Source: an optimization exercise on an open RTL-to-GDS flow (aim: small area, a short achievable clock period and few clock cycles per item). Production flows keep margins and buffers that such runs may drop. RTL that was checked went through simulation tests only; none was proved equivalent to the original. No activity file was given, so power comes from the tool's default toggle rates.

==> flow/design.v <==
module sha1_block (
    input wire clk,
    input wire rst,
    input wire start,
    input wire [159:0] context_in,
    input wire [511:0] block,
    output wire done,
    output wire [159:0] context_out);
reg [31:0] a, b, c;       
reg [511:0] win;         
reg [31:0] s;            
reg [31:0] pw;           
reg [31:0] yz;           
reg [6:0] cnt;           
reg [2:0] gk;            
reg [2:0] gf;            
reg busy;
reg f1, f2, f81, f82, f83;   
reg done_r;
assign done = done_r;
assign context_out = {b, rotl2(c), pw, s, a};
wire [31:0] h0 = context_in[159:128];
wire [31:0] h1 = context_in[127:96];
wire [31:0] h2 = context_in[95:64];
wire [31:0] h3 = context_in[63:32];
wire [31:0] h4 = context_in[31:0];
function [31:0] rotl5(input [31:0] x); rotl5 = {x[26:0], x[31:27]}; endfunction
function [31:0] rotr2(input [31:0] x); rotr2 = {x[1:0], x[31:2]}; endfunction
function [31:0] rotl2(input [31:0] x); rotl2 = {x[29:0], x[31:30]}; endfunction
function [31:0] rotl1(input [31:0] x); rotl1 = {x[30:0], x[31]}; endfunction
function [31:0] kconst(input [2:0] g);
    case (g)
        3'd0: kconst = 32'h5A827999;
        3'd1: kconst = 32'h6ED9EBA1;
        3'd2: kconst = 32'h8F1BBCDC;
        3'd3: kconst = 32'hCA62C1D6;
        default: kconst = 32'd0;
    endcase
endfunction
wire [31:0] wx = rotl1(win[95:64] ^ win[255:224] ^ win[447:416] ^ win[511:480]);
wire [31:0] wb = block[511 - 32*cnt[3:0] -: 32];
wire [31:0] wh = (cnt[1:0] == 2'd0) ? h4 : (cnt[1:0] == 2'd1) ? h3 : h2;
wire [31:0] wn = start ? block[511:480] : (cnt < 7'd16) ? wb : (cnt >= 7'd80) ? wh : wx;
wire [31:0] wq1 = win[31:0];                
wire [31:0] y = rotr2(b), z = c;
wire [31:0] fp = ({32{gf[0]}} & y) | ({32{gf[1]}} & ~yz) | ({32{gf[2]}} & (y | z));
wire [31:0] fq = ({32{gf[0]}} & z) | ({32{gf[1]}} & yz) | ({32{gf[2]}} & (y & z));
wire [31:0] f = (a & fp) | (~a & fq);      
wire [31:0] a_n = rotl5(a) + s;
wire [31:0] s_n = f + pw;
wire [31:0] pw_n = c + kconst(gk) + wq1;
wire [31:0] hb = ({32{f82}} & h1) | ({32{f83}} & h0);
always @(posedge clk) begin
    if (rst) begin
        busy <= 1'b0;
        done_r <= 1'b0;
    end else begin
        done_r <= busy && f83;
        if (start) busy <= 1'b1;
        else if (f83) busy <= 1'b0;
    end
    if (start) cnt <= 7'd1;
    else cnt <= cnt + 7'd1;
    f1 <= start;
    f2 <= f1;
    f81 <= busy && !start && (cnt == 7'd80);
    f82 <= busy && !start && (cnt == 7'd81);
    f83 <= busy && !start && (cnt == 7'd82);
    if (start || cnt < 7'd20) gk <= 3'd0;
    else if (cnt < 7'd40) gk <= 3'd1;
    else if (cnt < 7'd60) gk <= 3'd2;
    else if (cnt < 7'd80) gk <= 3'd3;
    else gk <= 3'd4;
    gf <= (f81 || f82) ? 3'b000 :
          (gk == 3'd0) ? 3'b001 :
          (gk == 3'd2) ? 3'b100 : 3'b010;
    win <= {win[479:0], wn};
    s <= s_n;
    pw <= pw_n;
    yz <= rotr2(a) ^ rotr2(b);
    if (start) begin
        a <= rotl2(h2);
        b <= rotl2(h3);
        c <= h4;
    end else begin
        a <= f1 ? h1 : f2 ? h0 : f83 ? s : a_n;
        b <= a + hb;
        c <= rotr2(b);
    end
end
endmodule
export LEC_CHECK = 0
export CAP_MARGIN = 20
export CORE_MARGIN = 2
export CORE_UTILIZATION = 50
export PLACE_DENSITY = 0.65
export SETUP_SLACK_MARGIN = 2.7
export SLEW_MARGIN = 20
create_clock -name core_clock -period 6.0 [get_ports {clk}]
standard.sh (not shown) runs the stock make flow with config.mk's settings and CLKGATE_MAP_FILE= SYNTH_SCRIPT=/design/flow/synth_recipe.tcl, a recipe that flattens the netlist after the stock synthesis.
==> flow/flow/run.sh <==
#!/bin/bash
# The standard ORFS layout (standard.sh), except that the buffers ORFS puts on
# every input and output port are the smallest buffer cell instead of the
# resizer's default choice.
set -euo pipefail
bash standard.sh BUFFER_PORTS_ARGS="-buffer_cell sky130_fd_sc_hd__buf_1" finish > flow_make.log 2>&1
Rerun with:
==> flow/design.v (replaced) <==
module sha1_block (
    input wire clk,
    input wire rst,
    input wire start,
    input wire [159:0] context_in,
    input wire [511:0] block,
    output wire done,
    output wire [159:0] context_out);
reg [31:0] a, b, c;       
reg [511:0] win;         
reg [31:0] s;            
reg [31:0] pw;           
reg [6:0] cnt;           
reg [1:0] gk;            
reg [2:0] gf;            
reg busy;
reg f1, f2, f81, f82, f83;   
reg done_r;
assign done = done_r;
assign context_out = {b, rotl2(c), pw, s, a};
wire [31:0] h0 = context_in[159:128];
wire [31:0] h1 = context_in[127:96];
wire [31:0] h2 = context_in[95:64];
wire [31:0] h3 = context_in[63:32];
wire [31:0] h4 = context_in[31:0];
function [31:0] rotl5(input [31:0] x); rotl5 = {x[26:0], x[31:27]}; endfunction
function [31:0] rotr2(input [31:0] x); rotr2 = {x[1:0], x[31:2]}; endfunction
function [31:0] rotl2(input [31:0] x); rotl2 = {x[29:0], x[31:30]}; endfunction
function [31:0] rotl1(input [31:0] x); rotl1 = {x[30:0], x[31]}; endfunction
function [31:0] kconst(input [1:0] g);
    case (g)
        2'd0: kconst = 32'h5A827999;
        2'd1: kconst = 32'h6ED9EBA1;
        2'd2: kconst = 32'h8F1BBCDC;
        default: kconst = 32'hCA62C1D6;
    endcase
endfunction
wire [31:0] wx = rotl1(win[95:64] ^ win[255:224] ^ win[447:416] ^ win[511:480]);
wire [31:0] wb = block[511 - 32*cnt[3:0] -: 32];
wire [31:0] wn = start ? block[511:480] : (cnt < 7'd16) ? wb : wx;
wire [31:0] wq1 = win[31:0];                
wire [31:0] x = a, y = rotr2(b), z = c;
wire [31:0] f = ({32{gf[0]}} & ((x & y) | (~x & z))) |
                ({32{gf[1]}} & (x ^ y ^ z)) |
                ({32{gf[2]}} & ((x & y) | (x & z) | (y & z)));
wire [31:0] a_n = rotl5(a) + s;
wire [31:0] s_n = f + pw;
wire [31:0] pw_w = (f81 || f82 || f83) ? 32'd0 : wq1;
wire [31:0] pw_k = f81 ? h4 : f82 ? h3 : f83 ? h2 : kconst(gk);
wire [31:0] pw_n = c + pw_k + pw_w;
always @(posedge clk) begin
    if (rst) begin
        busy <= 1'b0;
        done_r <= 1'b0;
    end else begin
        done_r <= busy && f83;
        if (start) busy <= 1'b1;
        else if (f83) busy <= 1'b0;
    end
    if (start) cnt <= 7'd1;
    else cnt <= cnt + 7'd1;
    f1 <= start;
    f2 <= f1;
    f81 <= busy && !start && (cnt == 7'd80);
    f82 <= busy && !start && (cnt == 7'd81);
    f83 <= busy && !start && (cnt == 7'd82);
    if (start || cnt < 7'd20) gk <= 2'd0;
    else if (cnt < 7'd40) gk <= 2'd1;
    else if (cnt < 7'd60) gk <= 2'd2;
    else gk <= 2'd3;
    gf <= (f81 || f82) ? 3'b000 :
          (gk == 2'd0) ? 3'b001 :
          (gk == 2'd2) ? 3'b100 : 3'b010;
    win <= {win[479:0], wn};
    s <= s_n;
    pw <= pw_n;
    if (start) begin
        a <= rotl2(h2);
        b <= rotl2(h3);
        c <= h4;
    end else begin
        a <= f1 ? h1 : f2 ? h0 : f83 ? s : a_n;
        b <= (f82 || f83) ? a + (f82 ? h1 : h0) : a;
        c <= rotr2(b);
    end
end
endmodule
Effect: Sequential cell count decreases by 33; power increases by 6.5%; final cell count decreases by 2.6%; global-route usage increases by 2.6 points; via count increases by about 1.5%; core utilization increases by 2.7 points; clock power decreases by about 3%; hold slack got worse by 43 ps; sequential power decreases by about 2%; count of clock-buffer cells in the layout decreases by 2; setup slack got worse by 530 ps.
Testbench counts after the change, summed over its fixed seeds: cycles 43,520, blocks 512.
Only the layout flow was run in the first run of this note; the RTL was not checked for function there.


sha1_block, a different RTL version from the one above (not shown whole).
Size in the first run: ~2,800 cells after synthesis, roughly 730 flip-flops, about 840 I/O pins, about 0.029 sq mm of cells after synthesis.
==> module sha1_block, before the edit <==
module sha1_block (
    input wire clk,
    input wire rst,
    input wire start,
    input wire [159:0] context_in,
    input wire [511:0] block,
    output wire done,
    output wire [159:0] context_out);
reg [31:0] a, b, c;       
reg [511:0] win;         
reg [31:0] s;            
reg [31:0] pw;           
reg [31:0] yz;           
reg [6:0] cnt;           
reg [3:0] gk;            
reg [2:0] gf;            
reg busy;
reg f1, f2, f81, f82, f83;   
reg done_r;
assign done = done_r;
assign context_out = {b, rotl2(c), pw, s, a};
wire [31:0] h0 = context_in[159:128];
wire [31:0] h1 = context_in[127:96];
wire [31:0] h2 = context_in[95:64];
wire [31:0] h3 = context_in[63:32];
wire [31:0] h4 = context_in[31:0];
function [31:0] rotl5(input [31:0] x); rotl5 = {x[26:0], x[31:27]}; endfunction
function [31:0] rotr2(input [31:0] x); rotr2 = {x[1:0], x[31:2]}; endfunction
function [31:0] rotl2(input [31:0] x); rotl2 = {x[29:0], x[31:30]}; endfunction
function [31:0] rotl1(input [31:0] x); rotl1 = {x[30:0], x[31]}; endfunction
function [31:0] sk_add(input [31:0] x, input [31:0] y);
    reg [31:0] g, p;
    integer i, l;
    begin
        g = x & y;
        p = x ^ y;
        for (l = 0; l < 5; l = l + 1)
            for (i = 31; i >= 0; i = i - 1)
                if (((i >> l) & 1) == 1) begin
                    g[i] = g[i] | (p[i] & g[((i >> l) << l) - 1]);
                    p[i] = p[i] & p[((i >> l) << l) - 1];
                end
        sk_add = x ^ y ^ {g[30:0], 1'b0};
    end
endfunction
function [31:0] sk_add3(input [31:0] x, input [31:0] y, input [31:0] z);
    reg [31:0] m;
    begin
        m = (x & y) | (x & z) | (y & z);
        sk_add3 = sk_add(x ^ y ^ z, {m[30:0], 1'b0});
    end
endfunction
function [31:0] kconst(input [3:0] g);
    kconst = ({32{g[0]}} & 32'h5A827999) | ({32{g[1]}} & 32'h6ED9EBA1) |
             ({32{g[2]}} & 32'h8F1BBCDC) | ({32{g[3]}} & 32'hCA62C1D6);
endfunction
wire [31:0] wx = rotl1(win[95:64] ^ win[255:224] ^ win[447:416] ^ win[511:480]);
reg [31:0] wn;
integer i;
always @* begin
    wn = {32{cnt >= 7'd16 && cnt < 7'd80}} & wx;
    for (i = 0; i < 16; i = i + 1)
        wn = wn | ({32{cnt == i}} & block[511 - 32*i -: 32]);
    wn = wn | ({32{cnt == 7'd80}} & h4) | ({32{cnt == 7'd81}} & h3) | ({32{cnt == 7'd82}} & h2);
end
wire [31:0] wq1 = win[31:0];                
wire [31:0] y = rotr2(b), z = c;
wire [31:0] fp = ({32{gf[0]}} & y) | ({32{gf[1]}} & ~yz) | ({32{gf[2]}} & (y | z));
wire [31:0] fq = ({32{gf[0]}} & z) | ({32{gf[1]}} & yz) | ({32{gf[2]}} & (y & z));
wire [31:0] f = (a & fp) | (~a & fq);      
wire [31:0] a_n = sk_add(rotl5(a), s);
wire [31:0] s_n = sk_add(f, pw);
wire [31:0] pw_n = sk_add3(c, kconst(gk), wq1);
wire [31:0] hb = {32{f82 | f83}} & yz;
always @(posedge clk) begin
    if (rst) begin
        busy <= 1'b0;
        done_r <= 1'b0;
    end else begin
        done_r <= busy && f83;
        if (start) busy <= 1'b1;
        else if (f83) busy <= 1'b0;
    end
    if (rst || !(busy || start)) cnt <= 7'd0;
    else cnt <= cnt + 7'd1;
    f1 <= start;
    f2 <= f1;
    f81 <= busy && (cnt == 7'd80);
    f82 <= busy && (cnt == 7'd81);
    f83 <= busy && (cnt == 7'd82);
    if (cnt < 7'd20) gk <= 4'b0001;
    else if (cnt < 7'd40) gk <= 4'b0010;
    else if (cnt < 7'd60) gk <= 4'b0100;
    else if (cnt < 7'd80) gk <= 4'b1000;
    else gk <= 4'b0000;
    gf <= (f81 || f82) ? 3'b000 : {gk[2], gk[1] | gk[3], gk[0]};
    win <= {win[479:0], wn};
    s <= s_n;
    pw <= pw_n;
    yz <= f81 ? h1 : f82 ? h0 : rotr2(a) ^ rotr2(b);
    if (start) begin
        a <= rotl2(h2);
        b <= rotl2(h3);
        c <= h4;
    end else begin
        a <= ({32{f1}} & h1) | ({32{f2}} & h0) | ({32{f83}} & s) |
             ({32{!(f1 | f2 | f83)}} & a_n);
        b <= sk_add(a, hb);
        c <= rotr2(b);
    end
end
endmodule
clock: 6.0 ns
lec_check: 0
cap_margin: 20
core_margin: 2
core_utilization: 50
cts_cluster_diameter: 80
cts_cluster_size: 30
place_density: 0.65
setup_slack_margin: 2.6
slew_margin: 20
Scripts as last shown in full above: flow/flow/run.sh
Testbench counts at the start, summed over its fixed seeds: cycles 43,520, blocks 512.
Change:
--- a/flow/design.v
+++ b/flow/design.v
@@ -28,28 +28,6 @@
 function [31:0] rotr2(input [31:0] x); rotr2 = {x[1:0], x[31:2]}; endfunction
 function [31:0] rotl2(input [31:0] x); rotl2 = {x[29:0], x[31:30]}; endfunction
 function [31:0] rotl1(input [31:0] x); rotl1 = {x[30:0], x[31]}; endfunction
-function [31:0] sk_add(input [31:0] x, input [31:0] y);
-    reg [31:0] g, p;
-    integer i, l;
-    begin
-        g = x & y;
-        p = x ^ y;
-        for (l = 0; l < 5; l = l + 1)
-            for (i = 31; i >= 0; i = i - 1)
-                if (((i >> l) & 1) == 1) begin
-                    g[i] = g[i] | (p[i] & g[((i >> l) << l) - 1]);
-                    p[i] = p[i] & p[((i >> l) << l) - 1];
-                end
-        sk_add = x ^ y ^ {g[30:0], 1'b0};
-    end
-endfunction
-function [31:0] sk_add3(input [31:0] x, input [31:0] y, input [31:0] z);
-    reg [31:0] m;
-    begin
-        m = (x & y) | (x & z) | (y & z);
-        sk_add3 = sk_add(x ^ y ^ z, {m[30:0], 1'b0});
-    end
-endfunction
 function [31:0] kconst(input [3:0] g);
     kconst = ({32{g[0]}} & 32'h5A827999) | ({32{g[1]}} & 32'h6ED9EBA1) |
              ({32{g[2]}} & 32'h8F1BBCDC) | ({32{g[3]}} & 32'hCA62C1D6);
@@ -68,9 +46,9 @@
 wire [31:0] fp = ({32{gf[0]}} & y) | ({32{gf[1]}} & ~yz) | ({32{gf[2]}} & (y | z));
 wire [31:0] fq = ({32{gf[0]}} & z) | ({32{gf[1]}} & yz) | ({32{gf[2]}} & (y & z));
 wire [31:0] f = (a & fp) | (~a & fq);      
-wire [31:0] a_n = sk_add(rotl5(a), s);
-wire [31:0] s_n = sk_add(f, pw);
-wire [31:0] pw_n = sk_add3(c, kconst(gk), wq1);
+wire [31:0] a_n = rotl5(a) + s;
+wire [31:0] s_n = f + pw;
+wire [31:0] pw_n = c + kconst(gk) + wq1;
 wire [31:0] hb = {32{f82 | f83}} & yz;
 always @(posedge clk) begin
     if (rst) begin
@@ -105,7 +83,7 @@
     end else begin
         a <= ({32{f1}} & h1) | ({32{f2}} & h0) | ({32{f83}} & s) |
              ({32{!(f1 | f2 | f83)}} & a_n);
-        b <= sk_add(a, hb);
+        b <= a + hb;
         c <= rotr2(b);
     end
 end
Effect:
- via count went up by 4.4%
- clock skew goes down by 0.017 ns
- worst setup slack gets worse by 0.033 ns
- non-clock buffer count increases by 25
- fmax came out lower by 0.96%
- synthesized cell count goes up by 9.1%
- clock-buffer cell count falls by 4
Testbench counts after the change, summed over its fixed seeds: cycles 43,520, blocks 512.

-- afterwards: timing with drivers on the ports --
The results above use ideal ports. As a check the final layouts listed here were re-extracted and re-timed, cells and wires unchanged.
Step 1 (the two cells are an assumption about what drives the block):
set clk [get_ports {clk}]
set_driving_cell -lib_cell sky130_fd_sc_hd__clkbuf_16 $clk
set_driving_cell -lib_cell sky130_fd_sc_hd__buf_2 [delete_from_list [all_inputs] $clk]
Step 2 adds t to the input delays and takes it off the output delays; t is the mean of the earliest and latest rising clock arrival at the registers after step 1. Input paths then give back, and output paths get back, about the clock's delay inside the block.
Slacks: no drivers / after step 1 / after step 2; pairs: no drivers / after step 1.
| run | t (ns) | slack for setup (ns) | worst hold slack (ns) | worst setup path at the end | clock arrival spread, ns |
|---|---|---|---|---|---|
| the first run of note 1 | 0.684 | 2.286 / 2.315 / 1.631 | 0.320 / 0.320 / 0.320 | input to register | 0.023 / 0.023 |
| the second run of note 1 | 0.670 | 1.754 / 1.754 / 1.118 | 0.277 / 0.277 / 0.277 | input to register | 0.061 / 0.061 |
| the first run of note 2 | 0.667 | 2.624 / 2.624 / 2.624 | 0.295 / 0.295 / 0.295 | register to register | 0.040 / 0.040 |
| the second run of note 2 | 0.666 | 2.592 / 2.592 / 2.592 | 0.322 / 0.322 / 0.322 | register to register | 0.022 / 0.022 |
After both steps every run listed still meets setup and hold. For the first run of note 1, which loses most, drivers alone change the setup slack by +0.029 ns; drivers and shift together by -0.655 ns.
